This design comes from an exercise in tuning for small area on the open sky130 flow, not from production work.
The RTL of this run was laid out without a check of its function.

File: config.mk
export PLATFORM = sky130hd
export DESIGN_NAME = rgb_to_ycrcb
export DESIGN_NICKNAME = rgb_to_ycrcb
export VERILOG_FILES = /design/flow/design.v
export SDC_FILE = /design/flow/constraint.sdc
export NUM_CORES = 4
export LEC_CHECK = 0
export CAP_MARGIN = 20
export CORE_MARGIN = 2
export CORE_UTILIZATION = 70
export PLACE_DENSITY = 0.8
export SLEW_MARGIN = 20
export SYNTH_HIERARCHICAL = 1
export SYNTH_MINIMUM_KEEP_SIZE = 0
File: constraint.sdc
create_clock -name core_clock -period 5.0 [get_ports {clk}]
set_input_delay 1.0000 -clock core_clock [delete_from_list [all_inputs] [get_ports {clk}]]
set_output_delay 1.0000 -clock core_clock [all_outputs]
set_load 0.01 [all_outputs]
File: design.v
module rgb_to_ycrcb(input clk,
	input [7:0] r,
	input [7:0] g,
	input [7:0] b,
	output [7:0] y,
	output [7:0] cr,
	output [7:0] cb);
reg w1_134;
reg w1_135;
reg w1_136;
reg w1_137;
reg w1_138;
reg w1_139;
reg w1_140;
reg w1_141;
reg w1_142;
reg w1_143;
reg wc1_144;
reg wc1_145;
reg wc1_146;
reg r1_147;
reg r1_148;
reg r1_149;
reg r1_150;
reg r1_151;
reg r1_152;
reg r1_153;
reg r1_154;
reg b1_155;
reg b1_156;
reg b1_157;
reg b1_158;
reg b1_159;
reg b1_160;
reg b1_161;
reg b1_162;
reg g1_163;
reg g1_164;
reg g1_165;
reg g1_166;
reg y2_262;
reg y2_263;
reg y2_264;
reg y2_265;
reg y2_266;
reg y2_267;
reg y2_268;
reg y2_269;
reg d2_398;
reg d2_399;
reg d2_400;
reg d2_401;
reg d2_402;
reg d2_403;
reg d2_404;
reg d2_405;
reg d2_406;
reg d2_407;
reg d2_c419;
reg d2_c420;
reg e2_473;
reg e2_474;
reg e2_475;
reg e2_476;
reg e2_477;
reg e2_478;
reg e2_479;
reg e2_480;
reg e2_c482;
reg cr3_503;
reg cr3_504;
reg cr3_505;
reg cr3_506;
reg cr3_507;
reg cr3_508;
reg cr3_509;
reg cr3_510;
reg cb3_511;
reg cb3_512;
reg cb3_513;
reg cb3_514;
reg cb3_515;
reg cb3_516;
reg cb3_517;
reg cb3_518;
reg y3_519;
reg y3_520;
reg y3_521;
reg y3_522;
reg y3_523;
reg y3_524;
reg y3_525;
reg y3_526;
wire s1;
wire c2;
wire s3;
wire c4;
wire s5;
wire c6;
wire s7;
wire c8;
wire s9;
wire c10;
wire s11;
wire c12;
wire s13;
wire c14;
wire s15;
wire c16;
wire s17;
wire c18;
wire s19;
wire c20;
wire s21;
wire c22;
wire s23;
wire c24;
wire s25;
wire c26;
wire s27;
wire c28;
wire s29;
wire c30;
wire s31;
wire c32;
wire s33;
wire c34;
wire s35;
wire c36;
wire s37;
wire c38;
wire s39;
wire c40;
wire s41;
wire c42;
wire s43;
wire c44;
wire s45;
wire c46;
wire s47;
wire c48;
wire s49;
wire c50;
wire s51;
wire c52;
wire s53;
wire c54;
wire s55;
wire c56;
wire s57;
wire c58;
wire s59;
wire c60;
wire s61;
wire c62;
wire s63;
wire c64;
wire s65;
wire c66;
wire s67;
wire c68;
wire s69;
wire c70;
wire s71;
wire c72;
wire s73;
wire c74;
wire s75;
wire c76;
wire s77;
wire c78;
wire s79;
wire c80;
wire s81;
wire c82;
wire s83;
wire c84;
wire s85;
wire c86;
wire s87;
wire c88;
wire s89;
wire c90;
wire s91;
wire c92;
wire s93;
wire c94;
wire s95;
wire c96;
wire s97;
wire c98;
wire s99;
wire c100;
wire s101;
wire c102;
wire q103;
wire q104;
wire q105;
wire q106;
wire q107;
wire g108;
wire q109;
wire g110;
wire q111;
wire g112;
wire q113;
wire q114;
wire g115;
wire q116;
wire g117;
wire q118;
wire o119;
wire o120;
wire o121;
wire o122;
wire o123;
wire i124;
wire i125;
wire i126;
wire i127;
wire i128;
wire i129;
wire i130;
wire i131;
wire i132;
wire i133;
wire s167;
wire c168;
wire s169;
wire c170;
wire s171;
wire c172;
wire s173;
wire c174;
wire s175;
wire c176;
wire s177;
wire c178;
wire s179;
wire c180;
wire s181;
wire c182;
wire s183;
wire c184;
wire s185;
wire c186;
wire s187;
wire c188;
wire i189;
wire i190;
wire i191;
wire i192;
wire i193;
wire i194;
wire i195;
wire i196;
wire i197;
wire i198;
wire i199;
wire i200;
wire i201;
wire i202;
wire i203;
wire i204;
wire l205;
wire o206;
wire l207;
wire o208;
wire l209;
wire o210;
wire l211;
wire o212;
wire l213;
wire o214;
wire l215;
wire o216;
wire z217;
wire s218;
wire c219;
wire s220;
wire c221;
wire s222;
wire c223;
wire s224;
wire c225;
wire s226;
wire c227;
wire s228;
wire c229;
wire s230;
wire c231;
wire s232;
wire c233;
wire s234;
wire c235;
wire s236;
wire c237;
wire s238;
wire c239;
wire s240;
wire c241;
wire s242;
wire c243;
wire s244;
wire c245;
wire s246;
wire c247;
wire s248;
wire c249;
wire s250;
wire c251;
wire s252;
wire c253;
wire y254;
wire y255;
wire y256;
wire y257;
wire y258;
wire y259;
wire y260;
wire y261;
wire i270;
wire i271;
wire i272;
wire i273;
wire i274;
wire i275;
wire i276;
wire i277;
wire i278;
wire i279;
wire i280;
wire i281;
wire i282;
wire i283;
wire i284;
wire i285;
wire s286;
wire c287;
wire s288;
wire c289;
wire s290;
wire c291;
wire s292;
wire c293;
wire s294;
wire c295;
wire s296;
wire c297;
wire s298;
wire c299;
wire s300;
wire c301;
wire s302;
wire c303;
wire s304;
wire c305;
wire s306;
wire c307;
wire s308;
wire c309;
wire s310;
wire c311;
wire s312;
wire c313;
wire s314;
wire c315;
wire s316;
wire c317;
wire s318;
wire c319;
wire p320;
wire p321;
wire p322;
wire p323;
wire p324;
wire p325;
wire p326;
wire p327;
wire p328;
wire p329;
wire p330;
wire p331;
wire p332;
wire p333;
wire p334;
wire p335;
wire p336;
wire p337;
wire p338;
wire p339;
wire p340;
wire p341;
wire p342;
wire p343;
wire s344;
wire c345;
wire g346;
wire q347;
wire g348;
wire q349;
wire g350;
wire q351;
wire g352;
wire q353;
wire g354;
wire q355;
wire g356;
wire q357;
wire g358;
wire q359;
wire g360;
wire q361;
wire g362;
wire q363;
wire g364;
wire q365;
wire g366;
wire q367;
wire g368;
wire q369;
wire g370;
wire q371;
wire g372;
wire q373;
wire g374;
wire q375;
wire g376;
wire q377;
wire g378;
wire q379;
wire g380;
wire q381;
wire g382;
wire q383;
wire g384;
wire q385;
wire g386;
wire q387;
wire o388;
wire o389;
wire c390;
wire c391;
wire c392;
wire c393;
wire c394;
wire c395;
wire c396;
wire c397;
wire i408;
wire i409;
wire i410;
wire i411;
wire i412;
wire i413;
wire i414;
wire i415;
wire i416;
wire i417;
wire i418;
wire s421;
wire c422;
wire c423;
wire s424;
wire c425;
wire s426;
wire c427;
wire s428;
wire c429;
wire s430;
wire c431;
wire s432;
wire c433;
wire s434;
wire c435;
wire i436;
wire s437;
wire c438;
wire s439;
wire c440;
wire s441;
wire c442;
wire i443;
wire s444;
wire c445;
wire s446;
wire c447;
wire s448;
wire c449;
wire s450;
wire c451;
wire s452;
wire c453;
wire s454;
wire c455;
wire s456;
wire c457;
wire s458;
wire c459;
wire s460;
wire c461;
wire s462;
wire c463;
wire s464;
wire c465;
wire g466;
wire q467;
wire g468;
wire q469;
wire o470;
wire o471;
wire o472;
wire i481;
wire s483;
wire c484;
wire s485;
wire c486;
wire s487;
wire c488;
wire s489;
wire c490;
wire s491;
wire c492;
wire i493;
wire s494;
wire c495;
wire i496;
wire s497;
wire c498;
wire i499;
wire s500;
wire c501;
wire i502;
add3 u_s1 (.a(r[0]), .b(g[1]), .c(g[0]), .s(s1), .co(c2));
add2 u_s3 (.a(b[0]), .b(s1), .s(s3), .co(c4));
add3 u_s5 (.a(r[1]), .b(r[0]), .c(g[2]), .s(s5), .co(c6));
add3 u_s7 (.a(g[1]), .b(b[1]), .c(c2), .s(s7), .co(c8));
add3 u_s9 (.a(s5), .b(c4), .c(s7), .s(s9), .co(c10));
add3 u_s11 (.a(r[2]), .b(r[1]), .c(g[3]), .s(s11), .co(c12));
add3 u_s13 (.a(g[2]), .b(g[0]), .c(b[2]), .s(s13), .co(c14));
add3 u_s15 (.a(c6), .b(s11), .c(s13), .s(s15), .co(c16));
add3 u_s17 (.a(c8), .b(s15), .c(c10), .s(s17), .co(c18));
add3 u_s19 (.a(r[3]), .b(r[2]), .c(g[4]), .s(s19), .co(c20));
add3 u_s21 (.a(g[3]), .b(g[1]), .c(b[3]), .s(s21), .co(c22));
add3 u_s23 (.a(b[0]), .b(c12), .c(c14), .s(s23), .co(c24));
add3 u_s25 (.a(s19), .b(s21), .c(c16), .s(s25), .co(c26));
add3 u_s27 (.a(s23), .b(s25), .c(c18), .s(s27), .co(c28));
add3 u_s29 (.a(r[4]), .b(r[3]), .c(r[0]), .s(s29), .co(c30));
add3 u_s31 (.a(g[5]), .b(g[4]), .c(g[2]), .s(s31), .co(c32));
add3 u_s33 (.a(b[4]), .b(b[1]), .c(c20), .s(s33), .co(c34));
add3 u_s35 (.a(c22), .b(s29), .c(s31), .s(s35), .co(c36));
add3 u_s37 (.a(c24), .b(s33), .c(s35), .s(s37), .co(c38));
add3 u_s39 (.a(c26), .b(s37), .c(c28), .s(s39), .co(c40));
add3 u_s41 (.a(r[5]), .b(r[4]), .c(r[1]), .s(s41), .co(c42));
add3 u_s43 (.a(g[6]), .b(g[5]), .c(g[3]), .s(s43), .co(c44));
add3 u_s45 (.a(g[0]), .b(b[5]), .c(b[2]), .s(s45), .co(c46));
add3 u_s47 (.a(c30), .b(c32), .c(s41), .s(s47), .co(c48));
add3 u_s49 (.a(s43), .b(s45), .c(c34), .s(s49), .co(c50));
add3 u_s51 (.a(c36), .b(s47), .c(s49), .s(s51), .co(c52));
add3 u_s53 (.a(c38), .b(s51), .c(c40), .s(s53), .co(c54));
add3 u_s55 (.a(r[6]), .b(r[5]), .c(r[2]), .s(s55), .co(c56));
add3 u_s57 (.a(g[7]), .b(g[6]), .c(g[4]), .s(s57), .co(c58));
add3 u_s59 (.a(g[1]), .b(b[6]), .c(b[3]), .s(s59), .co(c60));
add3 u_s61 (.a(c42), .b(c44), .c(c46), .s(s61), .co(c62));
add3 u_s63 (.a(s55), .b(s57), .c(s59), .s(s63), .co(c64));
add3 u_s65 (.a(c48), .b(s61), .c(s63), .s(s65), .co(c66));
add3 u_s67 (.a(c50), .b(s65), .c(c52), .s(s67), .co(c68));
add3 u_s69 (.a(r[7]), .b(r[6]), .c(r[3]), .s(s69), .co(c70));
add3 u_s71 (.a(g[7]), .b(g[5]), .c(g[2]), .s(s71), .co(c72));
add3 u_s73 (.a(b[7]), .b(b[4]), .c(c56), .s(s73), .co(c74));
add3 u_s75 (.a(c58), .b(c60), .c(s69), .s(s75), .co(c76));
add3 u_s77 (.a(s71), .b(c62), .c(c64), .s(s77), .co(c78));
add3 u_s79 (.a(s73), .b(s75), .c(c66), .s(s79), .co(c80));
add3 u_s81 (.a(s77), .b(s79), .c(c68), .s(s81), .co(c82));
add3 u_s83 (.a(r[7]), .b(r[4]), .c(g[6]), .s(s83), .co(c84));
add3 u_s85 (.a(g[3]), .b(b[5]), .c(c70), .s(s85), .co(c86));
add3 u_s87 (.a(c72), .b(s83), .c(c74), .s(s87), .co(c88));
add3 u_s89 (.a(c76), .b(s85), .c(c78), .s(s89), .co(c90));
add3 u_s91 (.a(s87), .b(c80), .c(s89), .s(s91), .co(c92));
add3 u_s93 (.a(c84), .b(c86), .c(c88), .s(s93), .co(c94));
add3 u_s95 (.a(c90), .b(s93), .c(c92), .s(s95), .co(c96));
add2 u_s97 (.a(c54), .b(s67), .s(s97), .co(c98));
add2 u_s99 (.a(c82), .b(s91), .s(s99), .co(c100));
add2 u_s101 (.a(c94), .b(c96), .s(s101), .co(c102));
assign q103 = s39 & s27;
assign q104 = s97 & s53;
assign q105 = s99 & s81;
assign q106 = s101 & s95;
assign q107 = q104 & q103;
assign g108 = c102 | (q106 & c100);
assign q109 = q106 & q105;
assign g110 = g108 | (q109 & c98);
assign q111 = q109 & q107;
assign g112 = c100 | (q105 & c98);
assign q113 = q105 & q107;
assign q114 = s53 & q103;
assign g115 = 1'b0 | (s81 & c98);
assign q116 = s81 & q107;
assign g117 = 1'b0 | (s95 & g112);
assign q118 = s95 & q113;
assign o119 = s81 ^ c98;
assign o120 = s99 ^ g115;
assign o121 = s95 ^ g112;
assign o122 = s101 ^ g117;
assign o123 = 1'b0 ^ g110;
assign i124 = ~g[0];
assign i125 = ~s3;
assign i126 = ~s9;
assign i127 = ~s17;
assign i128 = ~s27;
assign i129 = ~s39;
assign i130 = ~s53;
assign i131 = ~s97;
assign i132 = ~o119;
assign i133 = ~o120;
always @(posedge clk) w1_134 <= i124;
always @(posedge clk) w1_135 <= i125;
always @(posedge clk) w1_136 <= i126;
always @(posedge clk) w1_137 <= i127;
always @(posedge clk) w1_138 <= i128;
always @(posedge clk) w1_139 <= i129;
always @(posedge clk) w1_140 <= i130;
always @(posedge clk) w1_141 <= i131;
always @(posedge clk) w1_142 <= i132;
always @(posedge clk) w1_143 <= i133;
always @(posedge clk) wc1_144 <= o121;
always @(posedge clk) wc1_145 <= o122;
always @(posedge clk) wc1_146 <= o123;
always @(posedge clk) r1_147 <= r[0];
always @(posedge clk) r1_148 <= r[1];
always @(posedge clk) r1_149 <= r[2];
always @(posedge clk) r1_150 <= r[3];
always @(posedge clk) r1_151 <= r[4];
always @(posedge clk) r1_152 <= r[5];
always @(posedge clk) r1_153 <= r[6];
always @(posedge clk) r1_154 <= r[7];
always @(posedge clk) b1_155 <= b[0];
always @(posedge clk) b1_156 <= b[1];
always @(posedge clk) b1_157 <= b[2];
always @(posedge clk) b1_158 <= b[3];
always @(posedge clk) b1_159 <= b[4];
always @(posedge clk) b1_160 <= b[5];
always @(posedge clk) b1_161 <= b[6];
always @(posedge clk) b1_162 <= b[7];
always @(posedge clk) g1_163 <= g[7];
always @(posedge clk) g1_164 <= g[4];
always @(posedge clk) g1_165 <= g[5];
always @(posedge clk) g1_166 <= g[6];
add3 u_s167 (.a(r1_152), .b(g1_163), .c(g1_164), .s(s167), .co(c168));
add3 u_s169 (.a(b1_161), .b(wc1_144), .c(s167), .s(s169), .co(c170));
add3 u_s171 (.a(r1_153), .b(g1_165), .c(b1_162), .s(s171), .co(c172));
add3 u_s173 (.a(wc1_145), .b(c168), .c(s171), .s(s173), .co(c174));
add2 u_s175 (.a(c170), .b(s173), .s(s175), .co(c176));
add3 u_s177 (.a(r1_154), .b(g1_166), .c(wc1_146), .s(s177), .co(c178));
add3 u_s179 (.a(c172), .b(s177), .c(c174), .s(s179), .co(c180));
add2 u_s181 (.a(c176), .b(s179), .s(s181), .co(c182));
add3 u_s183 (.a(g1_163), .b(c178), .c(c180), .s(s183), .co(c184));
add2 u_s185 (.a(c182), .b(s183), .s(s185), .co(c186));
add2 u_s187 (.a(c184), .b(c186), .s(s187), .co(c188));
assign i189 = ~w1_134;
assign i190 = ~w1_135;
assign i191 = ~w1_136;
assign i192 = ~w1_137;
assign i193 = ~w1_138;
assign i194 = ~w1_139;
assign i195 = ~w1_140;
assign i196 = ~w1_141;
assign i197 = ~w1_142;
assign i198 = ~w1_143;
assign i199 = ~s169;
assign i200 = ~s175;
assign i201 = ~s181;
assign i202 = ~s185;
assign i203 = ~s187;
assign i204 = ~c188;
assign l205 = i190 ^ i189;
assign o206 = i190 | i189;
assign l207 = i191 ^ o206;
assign o208 = i191 | o206;
assign l209 = i192 ^ o208;
assign o210 = i192 | o208;
assign l211 = i193 ^ o210;
assign o212 = i193 | o210;
assign l213 = i194 ^ o212;
assign o214 = i194 | o212;
assign l215 = i195 ^ o214;
assign o216 = i195 | o214;
zero7 u_z217 (.a({i195, i194, i193, i192, i191, i190, i189}), .z(z217));
add3 u_s218 (.a(r1_147), .b(w1_141), .c(z217), .s(s218), .co(c219));
add3 u_s220 (.a(r1_148), .b(w1_142), .c(c219), .s(s220), .co(c221));
add3 u_s222 (.a(r1_149), .b(w1_143), .c(c221), .s(s222), .co(c223));
add3 u_s224 (.a(r1_150), .b(i199), .c(c223), .s(s224), .co(c225));
add3 u_s226 (.a(r1_151), .b(i200), .c(c225), .s(s226), .co(c227));
add3 u_s228 (.a(r1_152), .b(i201), .c(c227), .s(s228), .co(c229));
add3 u_s230 (.a(r1_153), .b(i202), .c(c229), .s(s230), .co(c231));
add3 u_s232 (.a(r1_154), .b(i203), .c(c231), .s(s232), .co(c233));
add2 u_s234 (.a(i204), .b(c233), .s(s234), .co(c235));
add3 u_s236 (.a(b1_155), .b(w1_141), .c(z217), .s(s236), .co(c237));
add3 u_s238 (.a(b1_156), .b(w1_142), .c(c237), .s(s238), .co(c239));
add3 u_s240 (.a(b1_157), .b(w1_143), .c(c239), .s(s240), .co(c241));
add3 u_s242 (.a(b1_158), .b(i199), .c(c241), .s(s242), .co(c243));
add3 u_s244 (.a(b1_159), .b(i200), .c(c243), .s(s244), .co(c245));
add3 u_s246 (.a(b1_160), .b(i201), .c(c245), .s(s246), .co(c247));
add3 u_s248 (.a(b1_161), .b(i202), .c(c247), .s(s248), .co(c249));
add3 u_s250 (.a(b1_162), .b(i203), .c(c249), .s(s250), .co(c251));
add2 u_s252 (.a(i204), .b(c251), .s(s252), .co(c253));
assign y254 = i196 | c188;
assign y255 = i197 | c188;
assign y256 = i198 | c188;
assign y257 = s169 | c188;
assign y258 = s175 | c188;
assign y259 = s181 | c188;
assign y260 = s185 | c188;
assign y261 = s187 | c188;
always @(posedge clk) y2_262 <= y254;
always @(posedge clk) y2_263 <= y255;
always @(posedge clk) y2_264 <= y256;
always @(posedge clk) y2_265 <= y257;
always @(posedge clk) y2_266 <= y258;
always @(posedge clk) y2_267 <= y259;
always @(posedge clk) y2_268 <= y260;
always @(posedge clk) y2_269 <= y261;
assign i270 = ~s234;
assign i271 = ~l205;
assign i272 = ~l207;
assign i273 = ~l209;
assign i274 = ~l211;
assign i275 = ~l213;
assign i276 = ~l215;
assign i277 = ~s218;
assign i278 = ~s220;
assign i279 = ~s222;
assign i280 = ~s224;
assign i281 = ~s226;
assign i282 = ~s228;
assign i283 = ~s230;
assign i284 = ~s232;
assign i285 = ~s252;
add2 u_s286 (.a(i271), .b(i274), .s(s286), .co(c287));
add3 u_s288 (.a(i189), .b(i272), .c(i275), .s(s288), .co(c289));
add3 u_s290 (.a(l205), .b(i273), .c(i276), .s(s290), .co(c291));
add3 u_s292 (.a(l207), .b(i274), .c(i277), .s(s292), .co(c293));
add3 u_s294 (.a(l209), .b(i275), .c(i278), .s(s294), .co(c295));
add3 u_s296 (.a(l211), .b(i276), .c(i279), .s(s296), .co(c297));
add3 u_s298 (.a(l213), .b(i277), .c(i280), .s(s298), .co(c299));
add2 u_s300 (.a(i271), .b(i273), .s(s300), .co(c301));
add2 u_s302 (.a(i272), .b(i274), .s(s302), .co(c303));
add3 u_s304 (.a(i189), .b(i273), .c(i275), .s(s304), .co(c305));
add3 u_s306 (.a(w1_134), .b(s286), .c(i276), .s(s306), .co(c307));
add3 u_s308 (.a(i277), .b(c287), .c(s288), .s(s308), .co(c309));
add3 u_s310 (.a(i278), .b(c289), .c(s290), .s(s310), .co(c311));
add3 u_s312 (.a(s292), .b(c291), .c(i279), .s(s312), .co(c313));
add3 u_s314 (.a(c293), .b(s294), .c(i280), .s(s314), .co(c315));
add3 u_s316 (.a(c295), .b(s296), .c(i281), .s(s316), .co(c317));
add3 u_s318 (.a(c297), .b(s298), .c(i282), .s(s318), .co(c319));
assign p320 = 1'b1 & w1_134;
assign p321 = 1'b1 | w1_134;
assign p322 = i272 & i189;
assign p323 = i272 | i189;
assign p324 = s300 & w1_134;
assign p325 = s300 | w1_134;
assign p326 = s302 & c301;
assign p327 = s302 | c301;
assign p328 = s304 & c303;
assign p329 = s304 | c303;
assign p330 = s306 & c305;
assign p331 = s306 | c305;
assign p332 = s308 & c307;
assign p333 = s308 | c307;
assign p334 = s310 & c309;
assign p335 = s310 | c309;
assign p336 = s312 & c311;
assign p337 = s312 | c311;
assign p338 = s314 & c313;
assign p339 = s314 | c313;
assign p340 = s316 & c315;
assign p341 = s316 | c315;
assign p342 = s318 & c317;
assign p343 = s318 | c317;
add2 u_s344 (.a(c299), .b(c319), .s(s344), .co(c345));
assign g346 = 1'b0 | (i271 & p320);
assign q347 = i271 & p321;
assign g348 = p324 | (p325 & p322);
assign q349 = p325 & p323;
assign g350 = p328 | (p329 & p326);
assign q351 = p329 & p327;
assign g352 = p332 | (p333 & p330);
assign q353 = p333 & p331;
assign g354 = p336 | (p337 & p334);
assign q355 = p337 & p335;
assign g356 = p340 | (p341 & p338);
assign q357 = p341 & p339;
assign g358 = c345 | (s344 & p342);
assign q359 = s344 & p343;
assign g360 = g348 | (q349 & g346);
assign q361 = q349 & q347;
assign g362 = g352 | (q353 & g350);
assign q363 = q353 & q351;
assign g364 = g356 | (q357 & g354);
assign q365 = q357 & q355;
assign g366 = g362 | (q363 & g360);
assign q367 = q363 & q361;
assign g368 = g364 | (q365 & g366);
assign q369 = q365 & q367;
assign g370 = g350 | (q351 & g360);
assign q371 = q351 & q361;
assign g372 = g354 | (q355 & g366);
assign q373 = q355 & q367;
assign g374 = g358 | (q359 & g368);
assign q375 = q359 & q369;
assign g376 = p322 | (p323 & g346);
assign q377 = p323 & q347;
assign g378 = p326 | (p327 & g360);
assign q379 = p327 & q361;
assign g380 = p330 | (p331 & g370);
assign q381 = p331 & q371;
assign g382 = p334 | (p335 & g366);
assign q383 = p335 & q367;
assign g384 = p338 | (p339 & g372);
assign q385 = p339 & q373;
assign g386 = p342 | (p343 & g368);
assign q387 = p343 & q369;
assign o388 = s344 ^ g386;
assign o389 = 1'b0 ^ g374;
assign c390 = i189 & l209;
assign c391 = (l205 & c390) | (l205 & l211) | (c390 & l211);
assign c392 = (l207 & l213) | (l207 & c391) | (l213 & c391);
assign c393 = (l209 & l215) | (l209 & c392) | (l215 & c392);
assign c394 = (l211 & s236) | (l211 & c393) | (s236 & c393);
assign c395 = (l213 & s238) | (l213 & c394) | (s238 & c394);
assign c396 = (l215 & s240) | (l215 & c395) | (s240 & c395);
assign c397 = (s236 & s242) | (s236 & c396) | (s242 & c396);
always @(posedge clk) d2_398 <= l215;
always @(posedge clk) d2_399 <= s218;
always @(posedge clk) d2_400 <= s220;
always @(posedge clk) d2_401 <= s222;
always @(posedge clk) d2_402 <= s224;
always @(posedge clk) d2_403 <= s226;
always @(posedge clk) d2_404 <= s228;
always @(posedge clk) d2_405 <= s230;
always @(posedge clk) d2_406 <= s232;
always @(posedge clk) d2_407 <= s234;
assign i408 = ~d2_407;
assign i409 = ~1'b0;
assign i410 = ~d2_398;
assign i411 = ~d2_399;
assign i412 = ~d2_400;
assign i413 = ~d2_401;
assign i414 = ~d2_402;
assign i415 = ~d2_403;
assign i416 = ~d2_404;
assign i417 = ~d2_405;
assign i418 = ~d2_406;
always @(posedge clk) d2_c419 <= o388;
always @(posedge clk) d2_c420 <= o389;
add3 u_s421 (.a(d2_398), .b(d2_c419), .c(i412), .s(s421), .co(c422));
assign c423 = (i415 & i417) | (i415 & s421) | (i417 & s421);
add3 u_s424 (.a(d2_399), .b(d2_c420), .c(i413), .s(s424), .co(c425));
add3 u_s426 (.a(i416), .b(i418), .c(c422), .s(s426), .co(c427));
add3 u_s428 (.a(s424), .b(c423), .c(s426), .s(s428), .co(c429));
add3 u_s430 (.a(d2_400), .b(d2_407), .c(i414), .s(s430), .co(c431));
add3 u_s432 (.a(i417), .b(c425), .c(s430), .s(s432), .co(c433));
add3 u_s434 (.a(c427), .b(s432), .c(c429), .s(s434), .co(c435));
assign i436 = ~s434;
add3 u_s437 (.a(d2_401), .b(i415), .c(i418), .s(s437), .co(c438));
add3 u_s439 (.a(c431), .b(s437), .c(c433), .s(s439), .co(c440));
add3 u_s441 (.a(s439), .b(c435), .c(s434), .s(s441), .co(c442));
assign i443 = ~s441;
add3 u_s444 (.a(d2_402), .b(d2_407), .c(i416), .s(s444), .co(c445));
add3 u_s446 (.a(c438), .b(s444), .c(c440), .s(s446), .co(c447));
add3 u_s448 (.a(s446), .b(c442), .c(s441), .s(s448), .co(c449));
xnor2m u_s450 (.a(d2_403), .b(i417), .y(s450));
or2m u_c451 (.a(d2_403), .b(i417), .y(c451));
add3 u_s452 (.a(s450), .b(c445), .c(c447), .s(s452), .co(c453));
xnor2m u_s454 (.a(d2_404), .b(i418), .y(s454));
or2m u_c455 (.a(d2_404), .b(i418), .y(c455));
add3 u_s456 (.a(c451), .b(s454), .c(c453), .s(s456), .co(c457));
add3 u_s458 (.a(d2_405), .b(d2_407), .c(c455), .s(s458), .co(c459));
add2 u_s460 (.a(c449), .b(s452), .s(s460), .co(c461));
add2 u_s462 (.a(c457), .b(s458), .s(s462), .co(c463));
add2 u_s464 (.a(d2_406), .b(c459), .s(s464), .co(c465));
assign g466 = 1'b0 | (s456 & c461);
assign q467 = s456 & s460;
assign g468 = c463 | (s462 & g466);
assign q469 = s462 & q467;
assign o470 = s456 ^ c461;
assign o471 = s462 ^ g466;
assign o472 = s464 ^ g468;
always @(posedge clk) e2_473 <= s238;
always @(posedge clk) e2_474 <= s240;
always @(posedge clk) e2_475 <= s242;
always @(posedge clk) e2_476 <= s244;
always @(posedge clk) e2_477 <= s246;
always @(posedge clk) e2_478 <= s248;
always @(posedge clk) e2_479 <= s250;
always @(posedge clk) e2_480 <= s252;
assign i481 = ~e2_480;
always @(posedge clk) e2_c482 <= c397;
add3 u_s483 (.a(e2_473), .b(e2_476), .c(e2_c482), .s(s483), .co(c484));
add3 u_s485 (.a(e2_474), .b(e2_477), .c(c484), .s(s485), .co(c486));
add3 u_s487 (.a(e2_475), .b(e2_478), .c(c486), .s(s487), .co(c488));
add3 u_s489 (.a(e2_476), .b(e2_479), .c(c488), .s(s489), .co(c490));
add3 u_s491 (.a(e2_477), .b(i481), .c(c490), .s(s491), .co(c492));
assign i493 = ~s491;
add3 u_s494 (.a(e2_478), .b(c492), .c(s491), .s(s494), .co(c495));
assign i496 = ~s494;
add3 u_s497 (.a(e2_479), .b(c495), .c(s494), .s(s497), .co(c498));
assign i499 = ~s497;
add3 u_s500 (.a(i481), .b(c498), .c(s497), .s(s500), .co(c501));
assign i502 = ~s500;
always @(posedge clk) cr3_503 <= s428;
always @(posedge clk) cr3_504 <= i436;
always @(posedge clk) cr3_505 <= i443;
always @(posedge clk) cr3_506 <= s448;
always @(posedge clk) cr3_507 <= s460;
always @(posedge clk) cr3_508 <= o470;
always @(posedge clk) cr3_509 <= o471;
always @(posedge clk) cr3_510 <= o472;
always @(posedge clk) cb3_511 <= s483;
always @(posedge clk) cb3_512 <= s485;
always @(posedge clk) cb3_513 <= s487;
always @(posedge clk) cb3_514 <= s489;
always @(posedge clk) cb3_515 <= i493;
always @(posedge clk) cb3_516 <= i496;
always @(posedge clk) cb3_517 <= i499;
always @(posedge clk) cb3_518 <= i502;
always @(posedge clk) y3_519 <= y2_262;
always @(posedge clk) y3_520 <= y2_263;
always @(posedge clk) y3_521 <= y2_264;
always @(posedge clk) y3_522 <= y2_265;
always @(posedge clk) y3_523 <= y2_266;
always @(posedge clk) y3_524 <= y2_267;
always @(posedge clk) y3_525 <= y2_268;
always @(posedge clk) y3_526 <= y2_269;
assign y = {y3_526, y3_525, y3_524, y3_523, y3_522, y3_521, y3_520, y3_519};
assign cr = {cr3_510, cr3_509, cr3_508, cr3_507, cr3_506, cr3_505, cr3_504, cr3_503};
assign cb = {cb3_518, cb3_517, cb3_516, cb3_515, cb3_514, cb3_513, cb3_512, cb3_511};
endmodule
module add3(input a, input b, input c, output s, output co);
assign s = a ^ b ^ c;
assign co = (a & b) | (a & c) | (b & c);
endmodule
module zero7(input [6:0] a, output z);
assign z = ~(|a);
endmodule
module xnor2m(input a, input b, output y);
assign y = ~(a ^ b);
endmodule
module or2m(input a, input b, output y);
assign y = a | b;
endmodule
module add2(input a, input b, output s, output co);
assign s = a ^ b;
assign co = a & b;
endmodule
File: flow/run.sh
#!/bin/bash
bash standard.sh "BUFFER_PORTS_ARGS=-buffer_cell sky130_fd_sc_hd__buf_1" \
  "CTS_ARGS=-sink_clustering_enable -repair_clock_nets -dont_use_dummy_load -buf_list {sky130_fd_sc_hd__clkbuf_4 sky130_fd_sc_hd__clkbuf_8} -sink_clustering_size 20" \
  finish > standard.log 2>&1
File: standard.sh
#!/bin/bash
# synth_recipe.tcl (not shown) runs the flow's synth.tcl, then flattens the netlist and writes it again
# the make line also repeats each setting of config.mk as NAME=value (left out here)
make -C /OpenROAD-flow-scripts/flow DESIGN_CONFIG=/design/flow/config.mk WORK_HOME=/design/flow/orfs CLKGATE_MAP_FILE= SYNTH_SCRIPT=/design/flow/synth_recipe.tcl "${@:-finish}"
==> impl_metrics.env <==
export IMPL_synthArstFlopShare=0
export IMPL_grt_total_usage=0.253
export IMPL_synth_cell_types=34
export IMPL_design_area_sq_um=5320
export IMPL_cts_hold_buf=0
export IMPL_clockBufferDepth=2
export IMPL_ctsHtreeMaxLevel=3
export IMPL_worstPathArrival_ps=4870
export IMPL_antenna_found_initial=0
export IMPL_grt_pass1_vias=3044
export IMPL_grt_max_degree=17
export IMPL_ys_ff_latch=86
export IMPL_hp_class="reg2reg"
export IMPL_fin_crit_ps=4660
export IMPL_seqCellArea_sq_um=1720
export IMPL_netlist_area_sq_um=5040
export IMPL_yosysWarnings=7
export IMPL_mostFrequentLayoutCells="108 x fa_1, 86 x dfxtp_1, 48 x buf_1"
export IMPL_clk_pin_slew_worst_paths_ps=70
export IMPL_tritoncts="built"
export IMPL_drive_above_1_share=0.0473
export IMPL_ios=49
export IMPL_dr_pass1_iters=4
export IMPL_finalNetCount=563
export IMPL_drtIter0Drc=150
export IMPL_routedWlPerCell_um=16.8
export IMPL_crit_path_max_fanout=6
export IMPL_io_buffers=48
export IMPL_critPathTopFamily="adder cells"
export IMPL_rows=30
export IMPL_hold_viol=0
export IMPL_startpoint_type="register"
export IMPL_dieArea_sq_um=7890
export IMPL_status="finished clean"
export IMPL_start_util=0.733
export IMPL_final_common_cell="fa_1"
export IMPL_path_buf_inv=2
export IMPL_antenna_cells=0
export IMPL_postRouteAntennaNets=0
export IMPL_die_w_um=88.8
export IMPL_vias=2627
export IMPL_fillers=393
export IMPL_cp_slowest_cell="fa_1"
export IMPL_slew_viol_final=0
export IMPL_grt_overflow_total=0
export IMPL_drc_errors=0
export IMPL_multi_input_area_sq_um=2960
export IMPL_synth_flop_cell="dfxtp_1"
export IMPL_wl_met1_um=3410
export IMPL_syn_mean_instance_area_sq_um=13.8
export IMPL_setup_tns_ps=0
export IMPL_synth_edf_count=0
export IMPL_cts_root_buf="clkbuf_8"
export IMPL_finalSetupViolations=0
export IMPL_path_cells="inv_1 > nor4_2 > fa_1 > fa_1 > fa_1 > fa_1 > fa_1 > fa_1 > inv_1 > fa_1 > nand2_1 > o21ai_0 > a211oi_1 > a211oi_1 > xor2_1"
export IMPL_cp_common_cell="fa_1"
export IMPL_required_ps=5200
export IMPL_critical_path_max_stage_delay_ps=550
export IMPL_cts_buffers=9
export IMPL_worst_pin_slew_ps=611
export IMPL_gp_congestion=0.891
export IMPL_cts_setup_buffers=0
export IMPL_rsz0062_at_grt="no"
export IMPL_wl_um=8380
export IMPL_die_y_um=88.8
export IMPL_dr_wl_met2_um=4600
export IMPL_fin_crit_sh=0.933
export IMPL_critPathCaptureType="register"
export IMPL_syn_to_final_growth_pct=5.59
export IMPL_maxSlewHeadroom=0.590
export IMPL_grt_first_pass_wirelength_um=14300
export IMPL_core_area_sq_um=6870
export IMPL_path_class="reg2reg"
export IMPL_ctsResizeCount=0
export IMPL_yosysSeqAreaShare=0.342
export IMPL_top_layer_used="met4"
export IMPL_hpwl_um=7220
export IMPL_met3_length_um=250
export IMPL_final_setup_skew_ps=36.4
export IMPL_clk_latency_ps=350
export IMPL_dpl_instance_area_sq_um=5190
export IMPL_fmax_ghz=0.214
export IMPL_routed_via_density=5.28
export IMPL_synth_fp_nets=523
export IMPL_cap_viol_max_count=0
export IMPL_cts_sinks=86
export IMPL_timing_hold_ws_ps=324
export IMPL_synthCells=364
-- metal layers --
layer	up-vias	GRT usage
met2	53	0.464
met4	0	0.0634
met1	1367	0.306
li1	1195	-
met3	12	0.0532
met5	-	0
-- Yosys cell counts, drive strengths merged (2+ instances only) --
cell / instances / area share
dfxtp: 86 / 0.34
a22oi: 2 / 0.0030
fa: 108 / 0.43
a31oi: 2 / 0.0025
o211ai: 3 / 0.0045
buf: 24 / 0.036
ha: 26 / 0.065
o31ai: 4 / 0.0060
a21boi: 2 / 0.0030
o21ai: 7 / 0.0070
a211oi: 2 / 0.0030
xnor2: 5 / 0.0087
or2: 2 / 0.0025
maj3: 3 / 0.0060
nor2: 4 / 0.0030
xor2: 3 / 0.0067
a21oi: 8 / 0.0079
inv: 47 / 0.035
nand2: 12 / 0.0089
a31o: 2 / 0.0035
-- per-module statistics from Yosys, one instance, submodules excluded --
module | cell area (sq um) | copies in the design
xnor2m | 8.76 | 2
or2m | 6.26 | 2
add2 | 12.5 | 17
add3 | 20.0 | 108
rgb_to_ycrcb | 2610 | 1
zero7 | 20.0 | 1
-- final cells by class --
type / count / share of cell area
flip-flops and latches: 86 / 0.324
clock buffers: 9 / 0.0233
repair buffers: 53 / 0.0409
multi-input cells: 206 / 0.556
well taps: 96 / 0.0226
inverters: 48 / 0.0339
-- metrics by stage --
| stage | utilization | setup slack, ps | instances |
|---|---|---|---|
| floorplan | - | 360 | 364 |
| global placement | 0.756 | 160 | 489 |
| detailed placement | 0.756 | 57.1 | 489 |
| CTS | 0.774 | 322 | 498 |
| global route | 0.774 | 114 | 498 |
| finish | 0.774 | 336 | 498 |
-- cells by family after synthesis --
kind of cell	synth area share
AO/OA/AOI/OAI	0.0497
buffers and inverters	0.0715
AND/OR/NAND/NOR	0.0219
adder cells (fa/ha/maj)	0.500
flip-flops	0.342
XOR/XNOR	0.0154
-- final timing paths --
kind,from,to,slack [ps],cells after the start
hold reg to reg,y2_263,y3_520,320,0
hold / removal,y2_263,y3_520,320,0
setup / recovery,w1_134,d2_c419,340,15
setup reg to reg,w1_134,d2_c419,340,15

==> afterwards: timing with drivers on the ports <==
No port has a modelled driver above. Below, the same layout with a new extraction and two added sets of constraints. Step 1 (the two cells are an assumption about what drives the block):
set clk [get_ports {clk}]
set_driving_cell -lib_cell sky130_fd_sc_hd__clkbuf_16 $clk
set_driving_cell -lib_cell sky130_fd_sc_hd__buf_2 [delete_from_list [all_inputs] $clk]
Step 2 also shifts input and output timing later by t, the mid clock arrival at the registers, as if the neighbouring blocks saw the same clock. a / b / c = ideal / step 1 / step 2; a / b = the first two.
t, ns: 0.365
setup slack, ns: 0.336 / 0.336 / 0.008
hold WS [ns]: 0.324 / 0.324 / 0.324
worst setup path after step 2: input to register
clock arrival spread, ns: 0.036 / 0.037
After both steps setup and hold are still met in this run. For this run, drivers alone change the setup slack by 0.000 ns; drivers and shift together by -0.328 ns.
